Background: an optimization exercise with open tools, aiming at small area and a short achievable clock period. Do not read the settings as production practice. At most, simulation tests tie the RTL to the original design; equivalence was not proved. No activity file was given, so power comes from the tool's default toggle rates.

## STDPmodel_4PWL
module STDPmodel_4PWL
(reset, clk, A_pre, A_post, start_replay_phase, W_previous, W_new);
	input reset;
	input clk;
	input A_pre;
	input A_post;
	input start_replay_phase;
	input  [31:0] W_previous;
	output [31:0] W_new;
	reg    [31:0] W_new;
	localparam [31:0] W_MAX = 32'h0020_0000;
	reg [2:0] Count_pre, Count_post;
	always @(posedge clk)
	  if (reset)              Count_pre <= 3'd0;
	  else if (A_pre)         Count_pre <= 3'd6;
	  else if (Count_pre!=0)  Count_pre <= Count_pre - 3'd1;
	always @(posedge clk)
	  if (reset)              Count_post <= 3'd0;
	  else if (A_post)        Count_post <= 3'd6;
	  else if (Count_post!=0) Count_post <= Count_post - 3'd1;
	wire nz_next = !reset && (A_pre || Count_pre > 3'd1) && (A_post || Count_post > 3'd1);
	reg nz;
	always @(posedge clk) nz <= nz_next;
	wire AdaptW = nz && !reset;
	wire [2:0] Delta_Count = Count_post - Count_pre;
	wire d2 = Delta_Count[2];
	wire [2:0] abs_dc = d2 ? (3'd0 - Delta_Count) : Delta_Count;
	reg AdaptW_2, AdaptW_3, AdaptW_4;
	reg sign_dt_hold, sign_dt_q2, sign_dt_q3, sign_dt_q4;
  ...
clock: 7.5 ns
lec_check: 0
cap_margin: 20
core_margin: 2
core_utilization: 40
setup_slack_margin: 4
slew_margin: 20
run.sh (not shown) runs the stock make flow with config.mk's settings and CLKGATE_MAP_FILE= SYNTH_SCRIPT=/design/flow/synth_recipe.tcl, a recipe that flattens the netlist after the stock synthesis.
Then changed:
--- a/flow/design.v
+++ b/flow/design.v
@@ -61,48 +61,49 @@
 	reg sign_dt_hold, sign_dt_q2, sign_dt_q3, sign_dt_q4;
 	wire sign_dt_s1 = AdaptW ? d2 : (AdaptW_4 ? sign_dt_hold : 1'b0);
 	always @(posedge clk)
 	  if (reset) begin
 	    AdaptW_2 <= 1'b0; AdaptW_3 <= 1'b0; AdaptW_4 <= 1'b0;
 	    sign_dt_hold <= 1'b0;
 	    sign_dt_q2 <= 1'b0; sign_dt_q3 <= 1'b0; sign_dt_q4 <= 1'b0;
 	  end else begin
 	    AdaptW_2 <= AdaptW; AdaptW_3 <= AdaptW_2; AdaptW_4 <= AdaptW_3;
 	    sign_dt_hold <= sign_dt_s1;
 	    sign_dt_q2 <= sign_dt_s1; sign_dt_q3 <= sign_dt_q2; sign_dt_q4 <= sign_dt_q3;
 	  end
+	reg sgn2, sgn3;    
 	wire [31:0] ws_in = d2 ? W_previous : (W_MAX - W_previous);
-	reg  [31:0] Ws_q1, W_previous_q2, base_q;
+	reg  [31:0] Ws_q1, W_previous_q2;
 	reg  g1, v1, v2;
 	wire [31:0] w_q1 = g1 ? Ws_q1 : (W_MAX - Ws_q1);
 	always @(posedge clk)
 	  if (nz) begin
 	    Ws_q1 <= ws_in;  g1 <= d2;
 	    W_previous_q2 <= w_q1;
 	  end
 	always @(posedge clk)
 	  if (reset) begin
 	    v1 <= 1'b0; v2 <= 1'b0;
 	  end else if (nz) begin
 	    v1 <= 1'b1; v2 <= v1;
 	  end
 	wire [31:0] q2_next = nz ? w_q1 : W_previous_q2;
 	wire        v2_next = nz ? v1 : v2;
+	reg  [31:0] base_x;
+	wire [31:0] base_d = reset   ? 32'd0 :
+	                     nz_next ? (v2_next ? q2_next : 32'd0) :
+	                               (base_x ^ {32{sgn3}});
 	always @(posedge clk)
-	  if (reset)
-	    base_q <= 32'd0;
-	  else if (nz_next)
-	    base_q <= v2_next ? q2_next : 32'd0;
+	  base_x <= base_d ^ {32{sgn2}};
 	wire [3:0]  codeT = {d2, abs_dc};
-	reg         sgn2;
 	always @(posedge clk) sgn2 <= d2;
 	wire [31:0] ws = Ws_q1;
 	reg [6:0] seg;
 	always @(posedge clk)
 	  case (codeT)
 	    4'b1001: seg <= 7'b0000001;
 	    4'b1010: seg <= 7'b0000010;
 	    4'b1011: seg <= 7'b0000100;
 	    4'b1100: seg <= 7'b0001000;
 	    4'b0001: seg <= 7'b0010000;
 	    4'b0010: seg <= 7'b0100000;
 	    4'b0011: seg <= 7'b1000000;
@@ -521,32 +522,30 @@
 	wire m_c90 = (m_s65 & m_c41) | (m_s65 & m_c64) | (m_c41 & m_c64);
 	wire m_s91 = m_s66 ^ m_c42 ^ m_c65;
 	wire m_c91 = (m_s66 & m_c42) | (m_s66 & m_c65) | (m_c42 & m_c65);
 	wire m_s92 = m_s67 ^ pp31_24 ^ m_c66;
 	wire m_c92 = (m_s67 & pp31_24) | (m_s67 & m_c66) | (pp31_24 & m_c66);
 	wire m_s93 = pp29_30_25 ^ pp31_25 ^ m_c67;
 	wire m_c93 = (pp29_30_25 & pp31_25) | (pp29_30_25 & m_c67) | (pp31_25 & m_c67);
 	wire m_s94 = pp29_30_26 ^ pp31_26;
 	wire m_c94 = pp29_30_26 & pp31_26;
 	wire [27:0] prod_a = {m_c94, m_s94, m_s93, m_s92, m_s91, m_s90, m_s89, m_s88, m_s87, m_s86, m_s85, m_s84, m_s83, m_s82, m_s81, m_s80, m_s79, m_s78, m_s77, m_s76, m_s75, m_s74, m_s73, m_s72, m_s71, m_s70, m_s69, m_s68};
 	wire [27:0] prod_b = {1'b0, m_c93, m_c92, m_c91, m_c90, m_c89, m_c88, m_c87, m_c86, m_c85, m_c84, m_c83, m_c82, m_c81, m_c80, m_c79, m_c78, m_c77, m_c76, m_c75, m_c74, m_c73, m_c72, m_c71, m_c70, m_c69, m_c68, pp14_15_0};
 	reg [27:0] P3a, P3b;
-	reg        sgn3;
 	always @(posedge clk) begin
 	  P3a  <= prod_a;
 	  P3b  <= prod_b;
 	  sgn3 <= sgn2;
 	end
-	wire [31:0] bx = base_q ^ {32{sgn3}};
-	wire [27:0] cs_s = bx[27:0] ^ P3a ^ P3b;
-	wire [27:0] cs_c = (bx[27:0] & P3a) | (bx[27:0] & P3b) | (P3a & P3b);
-	wire [31:0] r = {bx[31:28], cs_s} + {3'd0, cs_c, 1'b0};
+	wire [27:0] cs_s = base_x[27:0] ^ P3a ^ P3b;
+	wire [27:0] cs_c = (base_x[27:0] & P3a) | (base_x[27:0] & P3b) | (P3a & P3b);
 	reg  [31:0] WB4;
 	always @(posedge clk)
-	  WB4 <= r ^ {32{sgn3}};
+	  WB4 <= {base_x[31:28], cs_s} + {3'd0, cs_c, 1'b0};
 	wire [31:0] w_clip = sign_dt_q4 ? 32'd0 : W_MAX;
-	wire [31:0] w_sel  = AdaptW_4 ? (WB4[31] ? w_clip : WB4) : w_clip;
+	wire [31:0] W_B    = WB4 ^ {32{sign_dt_q4}};
+	wire [31:0] w_sel  = AdaptW_4 ? (W_B[31] ? w_clip : W_B) : w_clip;
 	wire        take   = start_replay_phase &&
 	                     (AdaptW_4 || (nz && !reset && W_previous[31]));
 	always @(posedge clk)
 	  W_new <= take ? w_sel : W_previous;
 endmodule
Result: Global-route usage came out lower by 0.21 points. Routed wire length came out lower by 2.4%. Worst setup slack gets better by 32 ps. Power came out higher by 1.2%. Hold slack gets better by 97 ps. Cell count came out lower by 5.5%.
The RTL of the first run of this note was laid out without a check of its function.

re-timing with driven ports:
No port has a modelled driver above. Below, the same layouts with a new extraction and two added sets of constraints. Step 1: set_driving_cell puts a clkbuf_16 on clk and a buf_2 on each other input, an assumption about the parent block. Step 2 moves the port delays by t, midway between the first and last clock arrival at a register: inputs arrive t later, outputs are due t later. That takes back most of the time a late clock gives input paths. Slacks: no drivers / after step 1 / after step 2; pairs: no drivers / after step 1.
run | t (ns) | setup WS [ns] | hold WS [ns] | worst setup path at the end
the first run | 0.599 | 3.935 / 3.935 / 3.483 | 0.347 / 0.347 / 0.347 | input to register
the second run | 0.599 | 3.967 / 3.967 / 3.540 | 0.444 / 0.444 / 0.444 | input to register
After both steps every run listed still meets setup and hold. For the first run, which loses most, drivers alone change the setup slack by 0.000 ns; drivers and shift together by -0.452 ns.
